This is an optimization exercise on Yosys and OpenROAD, whose aim is small area and a short achievable clock period, not a production implementation. In this exercise RTL edits were held to simulation tests only and were not proved equivalent to the original.

==> v34: inputs <==
==> flow/design.v <==
module processor (clk, reset, imem_addr, imem_data, dmem_addr, dmem_wdata, dmem_we, dmem_re, dmem_rdata);
	input clk, reset;
	output [9:0] imem_addr;
	input [31:0] imem_data;
	output [9:0] dmem_addr;
	output [31:0] dmem_wdata;
	output dmem_we, dmem_re;
	input [31:0] dmem_rdata;
	wire [31:0] I = imem_data;
	reg [31:0] pc_p;	 
	reg [11:0] pc_t;	 
	reg        pc_tk;	 
	reg        pc_tk_o;	 
	wire [31:0] pc = pc_tk ? {20'd0, pc_t} : pc_p;
	reg [31:0] rf [0:15];
	reg        ex_ld, ex_st, ex_wr, ex_fw, ex_jal;
	reg [31:0] ex_a, ex_b;
	reg [3:0]  ex_dst;
	reg        ex_add, ex_ykeep, ex_yinv, ex_cin;	 
	reg        ex_shl, ex_shr, ex_asr, ex_lch;	 
	reg [3:0]  ex_tlo, ex_thi;	 
	reg        ex_one;	 
	reg        ex_hold;	 
	reg        ex_f0m5, ex_f0asl, ex_f5z, ex_f5lsl;	 
	reg        wb_wr, wb_fw, wb_jal;
	reg [31:0] wb_val, wb_pc;
	reg [3:0]  wb_dst;
	reg [1:0]  fl_q;	 
	reg        f0_q, f5_q;
	wire [1:0] cls = I[31:30];
	wire [2:0] jk = I[22:20];
	wire is_alu = (cls == 2'b00);
	wire is_lit = (cls == 2'b01);
	wire is_mem = (cls == 2'b10);
	wire is_jmp = (cls == 2'b11);
	wire is_st  = is_mem & I[8];
	wire is_ld  = is_mem & ~I[8];
	wire is_jal = is_jmp & (jk == 3'b011);
	reg [3:0] ra_idx;
	always @(*) begin
		case (cls)
			2'b00: ra_idx = I[7:4];
			2'b01: ra_idx = I[19:16];
			2'b10: ra_idx = I[8] ? I[7:4] : I[3:0];
			default: ra_idx = I[15:12];
		endcase
	end
	wire [3:0] rb_idx = I[3:0];
	reg [3:0] dst;
	always @(*) begin
		case (cls)
			2'b00: dst = I[11:8];
			2'b01: dst = I[19:16];
			2'b10: dst = I[7:4];
			default: dst = 4'b1111;
		endcase
	end
	reg [5:0] op;
	always @(*) begin
		case (cls)
			2'b00: op = I[17:12];
			2'b01: op = (jk == 3'b000) ? 6'b100000 : {5'b01111, I[21]};
			default: op = 6'b100000;
		endcase
	end
	reg d_add, d_ykeep, d_yinv, d_cin, d_shl, d_shr, d_asr, d_lch, d_one, d_hold;
	reg d_f0m5, d_f0asl, d_f5z, d_f5lsl;
	reg [3:0] d_tlo, d_thi;
	always @(*) begin
		d_add = 1'b0; d_ykeep = 1'b0; d_yinv = 1'b0; d_cin = 1'b0;
		d_shl = 1'b0; d_shr = 1'b0; d_asr = 1'b0; d_lch = 1'b0; d_one = 1'b0; d_hold = 1'b0;
		d_f0m5 = 1'b0; d_f0asl = 1'b0; d_f5z = 1'b0; d_f5lsl = 1'b0;
		d_tlo = 4'b0000;
		case (op)
			6'd0: begin d_add = 1'b1; d_ykeep = 1'b1; end
			6'd2: begin d_add = 1'b1; d_ykeep = 1'b1; d_cin = 1'b1; end
			6'd3: begin d_add = 1'b1; d_cin = 1'b1; end
			6'd4: begin d_add = 1'b1; d_ykeep = 1'b1; d_yinv = 1'b1; d_cin = 1'b1; end
			6'd5: begin d_add = 1'b1; d_ykeep = 1'b1; d_yinv = 1'b1; d_f0m5 = 1'b1; end
			6'd6: begin d_add = 1'b1; d_yinv = 1'b1; d_f5z = 1'b1; end
			6'd9: begin d_tlo = 4'b1100; d_hold = 1'b1; end
			6'd13: begin d_shl = 1'b1; d_f0asl = 1'b1; end
			6'd14: begin d_shr = 1'b1; d_asr = 1'b1; end
			6'd16: d_one = 1'b1;
			6'd17: d_tlo = 4'b1100;
			6'd18: d_tlo = 4'b0011;
			6'd19: d_tlo = 4'b1000;
			6'd20: d_tlo = 4'b0010;
			6'd21: d_tlo = 4'b0111;
			6'd22: d_tlo = 4'b1110;
			6'd23: d_tlo = 4'b1011;
			6'd24: d_tlo = 4'b0001;
			6'd25: d_tlo = 4'b0110;
			6'd26, 6'd27: d_tlo = 4'b1001;
			6'd28: begin d_shl = 1'b1; d_f5lsl = 1'b1; end
			6'd29: d_shr = 1'b1;
			6'd30: begin d_tlo = 4'b1010; d_hold = 1'b1; end
			6'd31: begin d_tlo = 4'b1100; d_lch = 1'b1; d_hold = 1'b1; end
			6'd32: begin d_tlo = 4'b1010; d_hold = 1'b1; end
			default: ;
		endcase
		d_thi = (op == 6'd30) ? 4'b1100 : d_tlo;
	end
	wire fw = (cls == 2'b00) | (cls == 2'b01) | (I[31:8] == 24'h800000) | (I[31:20] == 12'hC03);
	wire wr = is_alu | is_lit | is_ld | is_jal;
	wire [31:0] ra_raw = rf[ra_idx];
	wire [31:0] rb_raw = rf[rb_idx];
	wire [31:0] ex_res;
	wire [31:0] pc1 = pc + 32'd1;
	reg [31:0] a_in, b_in;
	always @(*) begin
		if (is_jal)
			a_in = pc1;
		else if (ex_fw && ex_dst == ra_idx)
			a_in = ex_res;
		else if (wb_fw && wb_dst == ra_idx)
			a_in = wb_val;
		else
			a_in = ra_raw;
		if (is_lit)
			b_in = {{16{I[15]}}, I[15:0]};
		else if (ex_fw && ex_dst == rb_idx)
			b_in = ex_res;
		else if (wb_fw && wb_dst == rb_idx)
			b_in = wb_val;
		else
			b_in = rb_raw;
	end
	wire [31:0] A = ex_a, B = ex_b;
	wire [31:0] Y = (B & {32{ex_ykeep}}) ^ {32{ex_yinv}};
	wire [31:0] ag = A & Y;
	wire [31:0] ap = A ^ Y;
	wire [31:0] g0 = {ag[31:1], ag[0] | (ap[0] & ex_cin)};
	wire [31:0] g1 = g0 | (ap & {g0[30:0], 1'b0});
	wire [31:0] p1 = ap & {ap[30:0], 1'b0};
	wire [31:0] g2 = g1 | (p1 & {g1[29:0], 2'b0});
	wire [31:0] p2 = p1 & {p1[29:0], 2'b0};
	wire [31:0] g3 = g2 | (p2 & {g2[27:0], 4'b0});
	wire [31:0] p3 = p2 & {p2[27:0], 4'b0};
	wire [31:0] g4 = g3 | (p3 & {g3[23:0], 8'b0});
	wire [31:0] p4 = p3 & {p3[23:0], 8'b0};
	wire [31:0] g5 = g4 | (p4 & {g4[15:0], 16'b0});
	wire [31:0] c = {g5[30:0], ex_cin};
	wire [31:0] S = ap ^ c;
	reg [31:0] L;
	integer i;
	always @(*) begin
		for (i = 0; i < 32; i = i + 1) begin
			if (ex_shl)
				L[i] = (i == 0) ? 1'b0 : A[i - 1];
			else if (ex_shr)
				L[i] = (i == 31) ? (A[31] & ex_asr) : A[i + 1];
			else if (ex_lch && i >= 16)
				L[i] = B[i - 16];
			else if (i >= 16)
				L[i] = B[i] ? (A[i] ? ex_thi[3] : ex_thi[1]) : (A[i] ? ex_thi[2] : ex_thi[0]);
			else
				L[i] = (B[i] ? (A[i] ? ex_tlo[3] : ex_tlo[1]) : (A[i] ? ex_tlo[2] : ex_tlo[0])) | ((i == 0) & ex_one);
		end
	end
	wire [31:0] R = ex_add ? S : L;
	wire [31:0] K = {A[30:0] | Y[30:0], ex_cin};
	wire Z_add = ((A ^ Y) ^ K) == 32'd0;
	wire Z = ex_add ? Z_add : (L == 32'd0);
	wire N = R[31];
	wire e0 = (ex_f0m5 & (A == 32'd0) & (B == 32'h80000000)) | (ex_f0asl & (A[31] ^ A[30]));
	wire e5 = (ex_f5z & Z_add) | (ex_f5lsl & A[31]);
	wire [5:0] flags_q = {f5_q, ~fl_q[0], fl_q[0] ^ fl_q[1], fl_q[1] & ~fl_q[0], fl_q[0] & ~fl_q[1], f0_q};
	wire [5:0] flags_new = {(ex_add & ~ex_f5z & (A[31] != Y[31]) & ~N) | e5, ~Z, Z | N, N, Z, (ex_add & (A[31] == Y[31]) & (N != A[31])) | e0};
	wire [5:0] flags = ex_hold ? flags_q : flags_new;
	wire [1:0] fl = ex_hold ? fl_q : {N, Z};
	wire f0 = flags[0];
	wire f5 = flags[5];
	wire n_c0 = ex_add ? ap[31] : L[31];
	wire n_c1 = ex_add ? ~ap[31] : L[31];
	wire [5:0] flags_c0 = ex_hold ? flags_q : {(ex_add & ~ex_f5z & (A[31] != Y[31]) & ~n_c0) | e5, ~Z, Z | n_c0, n_c0, Z, (ex_add & (A[31] == Y[31]) & (n_c0 != A[31])) | e0};
	wire [5:0] flags_c1 = ex_hold ? flags_q : {(ex_add & ~ex_f5z & (A[31] != Y[31]) & ~n_c1) | e5, ~Z, Z | n_c1, n_c1, Z, (ex_add & (A[31] == Y[31]) & (n_c1 != A[31])) | e0};
	assign ex_res = ex_ld ? dmem_rdata : R;
	reg tc0, tc1;
	always @(*) begin
		case (I[19:16])
			4'd1: begin tc0 = flags_c0[0]; tc1 = flags_c1[0]; end
			4'd2: begin tc0 = flags_c0[1]; tc1 = flags_c1[1]; end
			4'd3: begin tc0 = flags_c0[2]; tc1 = flags_c1[2]; end
			4'd4: begin tc0 = flags_c0[3]; tc1 = flags_c1[3]; end
			4'd5: begin tc0 = flags_c0[4]; tc1 = flags_c1[4]; end
			4'd6: begin tc0 = flags_c0[5]; tc1 = flags_c1[5]; end
			default: begin tc0 = ~I[20]; tc1 = ~I[20]; end
		endcase
	end
	wire cjmp = is_jmp & (jk != 3'b000) & (jk != 3'b011) & (jk != 3'b100);
	wire jreg = is_jmp & (jk == 3'b011 || jk == 3'b100);
	wire tk_c0 = (is_jmp & (jk == 3'b000)) | (cjmp & (tc0 ~^ I[20]));
	wire tk_c1 = (is_jmp & (jk == 3'b000)) | (cjmp & (tc1 ~^ I[20]));
	wire tk_next = c[31] ? tk_c1 : tk_c0;
	always @(posedge clk) begin
		if (reset) begin
			pc_p <= 32'd0;
			pc_t <= 12'd0;
			pc_tk_o <= 1'b0;
			ex_ld <= 1'b0;
			ex_st <= 1'b0;
			ex_wr <= 1'b0;
			ex_jal <= 1'b0;
			ex_fw <= 1'b0;
			ex_add <= 1'b0;
			ex_ykeep <= 1'b0;
			ex_yinv <= 1'b0;
			ex_cin <= 1'b0;
			ex_shl <= 1'b0;
			ex_shr <= 1'b0;
			ex_asr <= 1'b0;
			ex_lch <= 1'b0;
			ex_tlo <= 4'b1010;
			ex_thi <= 4'b1010;
			ex_one <= 1'b0;
			ex_hold <= 1'b1;
			ex_f0m5 <= 1'b0;
			ex_f0asl <= 1'b0;
			ex_f5z <= 1'b0;
			ex_f5lsl <= 1'b0;
			wb_wr <= 1'b0;
			wb_jal <= 1'b0;
			wb_fw <= 1'b0;
			fl_q <= 2'b11;
			f0_q <= 1'b0;
			f5_q <= 1'b0;
		end else begin
			pc_p <= jreg ? ra_raw : pc1;
			pc_t <= I[11:0];
			pc_tk_o <= tk_next;
			ex_ld <= is_mem;
			ex_st <= is_st;
			ex_wr <= wr;
			ex_jal <= is_jal;
			ex_fw <= fw;
			ex_add <= d_add;
			ex_ykeep <= d_ykeep;
			ex_yinv <= d_yinv;
			ex_cin <= d_cin;
			ex_shl <= d_shl;
			ex_shr <= d_shr;
			ex_asr <= d_asr;
			ex_lch <= d_lch;
			ex_tlo <= d_tlo;
			ex_thi <= d_thi;
			ex_one <= d_one;
			ex_hold <= d_hold;
			ex_f0m5 <= d_f0m5;
			ex_f0asl <= d_f0asl;
			ex_f5z <= d_f5z;
			ex_f5lsl <= d_f5lsl;
			wb_wr <= ex_wr;
			wb_jal <= ex_jal;
			wb_fw <= ex_fw;
			fl_q <= fl;
			f0_q <= f0;
			f5_q <= f5;
		end
		ex_a <= a_in;
		ex_b <= b_in;
		ex_dst <= dst;
		pc_tk <= tk_next;
		wb_val <= ex_res;
		wb_pc <= ex_a;
		wb_dst <= ex_dst;
		if (wb_wr)
			rf[wb_dst] <= wb_jal ? wb_pc : wb_val;
	end
	assign imem_addr = pc_tk_o ? pc_t[9:0] : pc_p[9:0];
	assign dmem_addr = ex_a[9:0];
	assign dmem_wdata = ex_b;
	assign dmem_we = ex_st;
	assign dmem_re = ex_ld;
endmodule
==> flow/run.sh <==
#!/bin/bash
# synth_recipe.tcl (not shown) runs the flow's synth.tcl, then flattens the netlist and writes it again
# the make line also repeats each setting of config.mk as NAME=value (left out here)
make -C /OpenROAD-flow-scripts/flow DESIGN_CONFIG=/design/flow/config.mk WORK_HOME=/design/flow/orfs CLKGATE_MAP_FILE= SYNTH_SCRIPT=/design/flow/synth_recipe.tcl finish
==> flow/config.mk <==
export PLATFORM = sky130hd
export DESIGN_NAME = processor
export DESIGN_NICKNAME = processor
export VERILOG_FILES = /design/flow/design.v
export SDC_FILE = /design/flow/constraint.sdc
export NUM_CORES = 4
export LEC_CHECK = 0
export CAP_MARGIN = 20
export CORE_MARGIN = 2
export CORE_UTILIZATION = 60
export SETUP_SLACK_MARGIN = 5.0
export SLEW_MARGIN = 20
==> flow/constraint.sdc <==
create_clock -name core_clock -period 8.5 [get_ports {clk}]
set_input_delay 1.7000 -clock core_clock [delete_from_list [all_inputs] [get_ports {clk}]]
set_output_delay 1.7000 -clock core_clock [all_outputs]
set_load 0.01 [all_outputs]
==> v27: changes against v34 <==
--- a/flow/design.v
+++ b/flow/design.v
@@ -103,29 +103,38 @@
 	end
 	wire fw = (cls == 2'b00) | (cls == 2'b01) | (I[31:8] == 24'h800000) | (I[31:20] == 12'hC03);
 	wire wr = is_alu | is_lit | is_ld | is_jal;
-	wire [31:0] ra_raw = rf[ra_idx];
-	wire [31:0] rb_raw = rf[rb_idx];
 	wire [31:0] ex_res;
-	wire [31:0] pc1 = pc + 32'd1;
-	reg [31:0] a_in, b_in;
-	always @(*) begin
-		if (is_jal)
-			a_in = pc1;
-		else if (ex_fw && ex_dst == ra_idx)
-			a_in = ex_res;
-		else if (wb_fw && wb_dst == ra_idx)
-			a_in = wb_val;
-		else
-			a_in = ra_raw;
-		if (is_lit)
-			b_in = {{16{I[15]}}, I[15:0]};
-		else if (ex_fw && ex_dst == rb_idx)
-			b_in = ex_res;
-		else if (wb_fw && wb_dst == rb_idx)
-			b_in = wb_val;
-		else
-			b_in = rb_raw;
-	end
+	wire [31:0] pc_p1 = pc_p + 32'd1;
+	wire [12:0] pc_t1 = {1'b0, pc_t} + 13'd1;
+	wire [31:0] pc1 = pc_tk ? {19'd0, pc_t1} : pc_p1;
+	wire [31:0] imm = {{16{I[15]}}, I[15:0]};
+	wire [15:0] d74 = 16'd1 << I[7:4];
+	wire [15:0] d30 = 16'd1 << I[3:0];
+	wire [15:0] d1916 = 16'd1 << I[19:16];
+	wire [15:0] d1512 = 16'd1 << I[15:12];
+	wire ca74 = is_alu | is_st;
+	wire [15:0] dec_a = (d74 & {16{ca74}}) | (d30 & {16{is_ld}}) | (d1916 & {16{is_lit}}) | (d1512 & {16{is_jmp}});
+	wire [15:0] dec_b = d30;
+	wire [15:0] m_ex = {16{ex_fw}} & (16'd1 << ex_dst);
+	wire [15:0] m_wb = {16{wb_fw}} & (16'd1 << wb_dst) & ~m_ex;
+	wire fa_ex = ~is_jmp & |(dec_a & m_ex);
+	wire fa_wb = ~is_jmp & |(dec_a & m_wb);
+	wire fb_ex = ~is_lit & |(d30 & m_ex);
+	wire fb_wb = ~is_lit & |(d30 & m_wb);
+	wire [15:0] sa = dec_a & ~({16{~is_jmp}} & (m_ex | m_wb));
+	wire [15:0] sb = d30 & ~({16{is_lit}} | m_ex | m_wb);
+	wire [31:0] a_rd, b_rd;
+	genvar gi;
+	generate
+		for (gi = 0; gi < 32; gi = gi + 1) begin : rd
+			wire [15:0] col = {rf[15][gi], rf[14][gi], rf[13][gi], rf[12][gi], rf[11][gi], rf[10][gi], rf[9][gi], rf[8][gi],
+			                   rf[7][gi], rf[6][gi], rf[5][gi], rf[4][gi], rf[3][gi], rf[2][gi], rf[1][gi], rf[0][gi]};
+			sel_or17 ua ({fa_wb, sa}, {wb_val[gi], col}, a_rd[gi]);
+			sel_or18 ub ({is_lit, fb_wb, sb}, {imm[gi], wb_val[gi], col}, b_rd[gi]);
+		end
+	endgenerate
+	wire [31:0] a_in = is_jal ? pc1 : fa_ex ? ex_res : a_rd;
+	wire [31:0] b_in = fb_ex ? ex_res : b_rd;
 	wire [31:0] A = ex_a, B = ex_b;
 	wire [31:0] Y = (B & {32{ex_ykeep}}) ^ {32{ex_yinv}};
 	wire [31:0] ag = A & Y;
@@ -226,7 +235,7 @@
 			f0_q <= 1'b0;
 			f5_q <= 1'b0;
 		end else begin
-			pc_p <= jreg ? ra_raw : pc1;
+			pc_p <= jreg ? a_rd : pc1;
 			pc_t <= I[11:0];
 			pc_tk_o <= tk_next;
 			ex_ld <= is_mem;
@@ -273,3 +282,47 @@
 	assign dmem_we = ex_st;
 	assign dmem_re = ex_ld;
 endmodule
+module aoi3 (s, d, y);
+	input [2:0] s, d;
+	output y;
+	assign y = ~|(s & d);
+endmodule
+module nand6 (a, y);
+	input [5:0] a;
+	output y;
+	assign y = ~&a;
+endmodule
+module nand7 (a, y);
+	input [6:0] a;
+	output y;
+	assign y = ~&a;
+endmodule
+module aoi2 (s, d, y);
+	input [1:0] s, d;
+	output y;
+	assign y = ~|(s & d);
+endmodule
+module sel_or17 (s, d, y);
+	input [16:0] s, d;
+	output y;
+	wire [5:0] n;
+	aoi3 g0 (s[2:0], d[2:0], n[0]);
+	aoi3 g1 (s[5:3], d[5:3], n[1]);
+	aoi3 g2 (s[8:6], d[8:6], n[2]);
+	aoi3 g3 (s[11:9], d[11:9], n[3]);
+	aoi3 g4 (s[14:12], d[14:12], n[4]);
+	aoi2 g5 (s[16:15], d[16:15], n[5]);
+	nand6 o (n, y);
+endmodule
+module sel_or18 (s, d, y);
+	input [17:0] s, d;
+	output y;
+	wire [5:0] n;
+	aoi3 g0 (s[2:0], d[2:0], n[0]);
+	aoi3 g1 (s[5:3], d[5:3], n[1]);
+	aoi3 g2 (s[8:6], d[8:6], n[2]);
+	aoi3 g3 (s[11:9], d[11:9], n[3]);
+	aoi3 g4 (s[14:12], d[14:12], n[4]);
+	aoi3 g5 (s[17:15], d[17:15], n[5]);
+	nand6 o (n, y);
+endmodule
- CAP_MARGIN: 20 -> 5
- CORE_UTILIZATION: 60 -> 40
- SETUP_SLACK_MARGIN: 5.0 -> 4.5
- SLEW_MARGIN: 20 -> 5
- SYNTH_HIERARCHICAL: unset -> 1
- SYNTH_MINIMUM_KEEP_SIZE: unset -> 0
==> flow_metrics.env <==
export IMPL_rows=110
export IMPL_status="timing/DRC/antenna clean"
export IMPL_cp_cell_sequence="buf_4 > mux4_1 > or4_1 > o21ai_1 > nand4_1 > nor4_2 > a22oi_2 > mux2i_2 > o311ai_4 > mux2i_2 > a311oi_2"
export IMPL_fin_area_um2=46000
export IMPL_grt_pass1_vias=31100
export IMPL_r2r_end="pc_tk_o"
export IMPL_clkCellAreaFrac_pct=6.07
Source of the figures above: v27

==> flow_metrics.env <==
export IMPL_fin_area_um2=52500
export IMPL_num_antenna_cells=7
export IMPL_r2r_end="ex_a[30]"
export IMPL_clkCellAreaFrac_pct=4.81
export IMPL_status="timing/DRC/antenna clean"
export IMPL_grt_pass1_vias=35200
Source of the figures above: v34

## afterwards: timing with drivers on the ports
How much do the figures lean on ideal ports? The routed layouts below were timed once more, with nothing changed but the port constraints. Step 1 (the two cells are an assumption about what drives the block):
set clk [get_ports {clk}]
set_driving_cell -lib_cell sky130_fd_sc_hd__clkbuf_16 $clk
set_driving_cell -lib_cell sky130_fd_sc_hd__buf_2 [delete_from_list [all_inputs] $clk]
Step 2 moves the port delays by t, midway between the first and last clock arrival at a register: inputs arrive t later, outputs are due t later. That takes back most of the time a late clock gives input paths. a / b / c = no drivers / after step 1 / after step 2; a / b = the first two.
run	shift t [ns]	setup slack, ns	worst hold slack (ns)	worst register clock-pin slew, ns
v34	0.716	4.480 / 4.405 / 3.689	0.414 / 0.414 / 0.414	0.07 / 0.07
v27	0.728	4.318 / 4.318 / 3.690	0.449 / 0.449 / 0.449	0.07 / 0.07
After both steps every run listed still meets setup and hold. The setup slack of v34, which loses most, moves by -0.075 ns with the drivers and by -0.791 ns with both steps.
